What follows belongs to an exercise in optimizing a design on an open flow for small area and a short achievable clock period; a production flow would make more cautious choices.
Function was checked by simulation only, so behaviour that the tests miss may differ from the original.
Power is estimated from default activity; no workload was simulated.

Design ALU_TOP, start of the top module:
module ALU_TOP
#(parameter WIDTH = 16)
(
  input wire [WIDTH - 1 : 0]A, B,
  input wire [3 : 0]ALU_FUN,
  input wire CLK, RST,
  output wire [2*WIDTH - 1 : 0]Arith_OUT,
  output wire Carry_OUT,
  output wire Arith_Flag,
  output wire [WIDTH - 1 : 0]Logic_OUT,
  output wire Logic_Flag,
  output wire [1:0]CMP_OUT,
  output wire CMP_Flag,
  output wire [WIDTH - 1 : 0]SHIFT_OUT,
  output wire SHIFT_Flag
);
make LEC_CHECK=0 ABC_AREA=1 CAP_MARGIN=20 CORE_MARGIN=2 CORE_UTILIZATION=40 SLEW_MARGIN=20 finish   # period 110.0 ns
run.sh (not shown) runs the stock make flow with config.mk's settings and CLKGATE_MAP_FILE= SYNTH_SCRIPT=/design/flow/synth_recipe.tcl, a recipe that flattens the netlist after the stock synthesis.
The starting point finished with timing, DRC and antenna clean.
Rerun with:
==> flow/flow/run.sh (new file) <==
#!/bin/bash
# Layout flow: the standard synthesis and layout (standard.sh), except that
# - the port buffers that global placement inserts use the smallest buffer
#   (buf_1) instead of the default pick; every input and output still gets its
#   own buffer;
# - the repair_timing run after clock tree synthesis is given a setup margin,
#   so it shortens the longest (divider) paths though the period is met.
# Constraints (constraint.sdc) are unchanged. Each step's output goes to a log
# file in this folder.
set -uo pipefail
BUF="BUFFER_PORTS_ARGS=-buffer_cell sky130_fd_sc_hd__buf_1"
bash standard.sh synth > synth.log 2>&1 || exit 1
bash standard.sh "$BUF" place > place.log 2>&1 || exit 1
bash standard.sh "$BUF" SETUP_SLACK_MARGIN=75 cts > cts.log 2>&1 || exit 1
bash standard.sh "$BUF" finish > finish.log 2>&1 || exit 1
==> flow/standard.sh (new file) <==
#!/bin/bash
# synth_recipe.tcl (not shown) runs the flow's synth.tcl, then flattens the netlist and writes it again
# the make line also repeats each setting of config.mk as NAME=value (left out here)
make -C /OpenROAD-flow-scripts/flow DESIGN_CONFIG=/design/flow/config.mk WORK_HOME=/design/flow/orfs CLKGATE_MAP_FILE= SYNTH_SCRIPT=/design/flow/synth_recipe.tcl "${@:-finish}"
removed: flow/run.sh
The changed run went through all stages and came out clean; combinational power hardly moves; design area goes down by about 2.3%; first-iteration DRC count goes up by 17%; count of clock-buffer cells in the layout goes down by 2; clock power barely changes; global-route usage is about the same; via count stays flat; power goes down by about 0.75%; die area stays the same.
Rerun with:
--- a/flow/flow/run.sh
+++ b/flow/flow/run.sh
@@ -14 +14 @@
-bash standard.sh "$BUF" SETUP_SLACK_MARGIN=75 cts > cts.log 2>&1 || exit 1
+bash standard.sh "$BUF" SETUP_SLACK_MARGIN=78 cts > cts.log 2>&1 || exit 1
What happened: The changed run completed without violations; fmax went up by about 7%; wire length climbs by 9.7%; design area is higher by about 20%; utilization climbs by 8.7 points; area after synthesis stays the same; flip-flop and latch count stays the same; global-route usage is higher by 3.1 points.
Rerun with:
--- a/flow/flow/run.sh
+++ b/flow/flow/run.sh
@@ -14,2 +14,2 @@
-bash standard.sh "$BUF" SETUP_SLACK_MARGIN=78 cts > cts.log 2>&1 || exit 1
-bash standard.sh "$BUF" finish > finish.log 2>&1 || exit 1
+bash standard.sh "$BUF" SETUP_SLACK_MARGIN=76 cts > cts.log 2>&1 || exit 1
+bash standard.sh "$BUF" SETUP_SLACK_MARGIN=75 finish > finish.log 2>&1 || exit 1
After rerunning: The changed run ran to the end with no violations. Routed wire length fell by 7.4%. Worst hold slack is about the same. Synthesized cell count stays the same. Sequential share of layout area rose by 1.1 points.

## run A
Starting RTL as in the previous note.
==> flow/config.mk <==
export PLATFORM = sky130hd
export DESIGN_NAME = ALU_TOP
export DESIGN_NICKNAME = ALU_TOP
export VERILOG_FILES = /design/flow/design.v
export SDC_FILE = /design/flow/constraint.sdc
export NUM_CORES = 4
export LEC_CHECK = 0
export ABC_AREA = 1
export CAP_MARGIN = 20
export CORE_MARGIN = 2
export CORE_UTILIZATION = 40
export SLEW_MARGIN = 20
==> flow/constraint.sdc <==
create_clock -name core_clock -period 110.0 [get_ports {CLK}]
set_input_delay 22.0000 -clock core_clock [delete_from_list [all_inputs] [get_ports {CLK}]]
set_output_delay 22.0000 -clock core_clock [all_outputs]
set_load 0.01 [all_outputs]
standard.sh (not shown) runs the stock make flow with config.mk's settings and CLKGATE_MAP_FILE= SYNTH_SCRIPT=/design/flow/synth_recipe.tcl, a recipe that flattens the netlist after the stock synthesis.
==> flow/flow/run.sh <==
#!/bin/bash
# Layout flow: the standard synthesis and layout (standard.sh), except that
# - the port buffers that global placement inserts use the smallest buffer
#   (buf_1) instead of the default pick; every input and output still gets its
#   own buffer;
# - the repair_timing runs after clock tree synthesis and after global routing
#   are given a setup margin,
#   so it shortens the longest (divider) paths though the period is met.
# Constraints (constraint.sdc) are unchanged. Each step's output goes to a log
# file in this folder.
set -uo pipefail
BUF="BUFFER_PORTS_ARGS=-buffer_cell sky130_fd_sc_hd__buf_1"
bash standard.sh synth > synth.log 2>&1 || exit 1
bash standard.sh "$BUF" place > place.log 2>&1 || exit 1
bash standard.sh "$BUF" SETUP_SLACK_MARGIN=75 cts > cts.log 2>&1 || exit 1
bash standard.sh "$BUF" SETUP_SLACK_MARGIN=74 finish > finish.log 2>&1 || exit 1
Run A | stages: all done | timing, DRC, antenna: all pass
Edits applied to the flow inputs when going from run A to run B:
-- flow/flow/run.sh --
<<< run A, line 6
# - the repair_timing runs after clock tree synthesis and after global routing
#   are given a setup margin,
>>> run B, line 6
# - the repair_timing run after clock tree synthesis is given a setup margin,
--- outcome ---
Critical path depth: run B vs run A identical
Run A → run B: utilization did not really move, first-pass GRT wire length did not really move.
Re async set or reset register ratio after synthesis: no difference whatsoever between run B and run A.
For cell area after synthesis, run A and run B come out practically identical.
Post-synthesis to final-layout area growth: run B vs run A identical
As far as number of inserted filler cells in the final layout goes, run A and run B are indistinguishable; the numbers are identical.
Reported for run B and run A, number of sequential storage elements turned out identical to the last digit.
Run A -> run B: number of global-route vias before repair delta 0, exact match
As far as sequential share of layout area goes, run B and run A are indistinguishable; the numbers are identical.

-- afterwards: timing with drivers on the ports --
The flow's constraints put no driver on any port. The routed layouts listed below were extracted and timed again, unchanged, in two steps.
Step 1 (the two cells are an assumption about what drives the block):
set clk [get_ports {CLK}]
set_driving_cell -lib_cell sky130_fd_sc_hd__clkbuf_16 $clk
set_driving_cell -lib_cell sky130_fd_sc_hd__buf_2 [delete_from_list [all_inputs] $clk]
Step 2, shift: input delay + t, output delay - t, t = (earliest + latest rising clock arrival at the registers) / 2. This alone moves slack from input paths to output paths.
Slacks: no drivers / after step 1 / after step 2; pairs: no drivers / after step 1.
run | t (ns) | setup WS [ns] | worst data-port slew with drivers (ns)
the first run of note 1 | 0.415 | 73.252 / 73.272 / 72.856 | 0.05
the second run of note 1 | 0.415 | 74.681 / 74.689 / 74.274 | 0.12
the third run of note 1 | 0.413 | 77.027 / 76.985 / 76.572 | 0.14
the fourth run of note 1 | 0.413 | 76.017 / 76.002 / 75.588 | 0.12
run A | 0.413 | 75.127 / 75.142 / 74.728 | 0.11
run B | 0.413 | 75.127 / 75.142 / 74.728 | 0.11
After both steps every run listed still meets setup and hold. For the third run of note 1, which loses most, drivers alone change the setup slack by -0.042 ns; drivers and shift together by -0.455 ns.
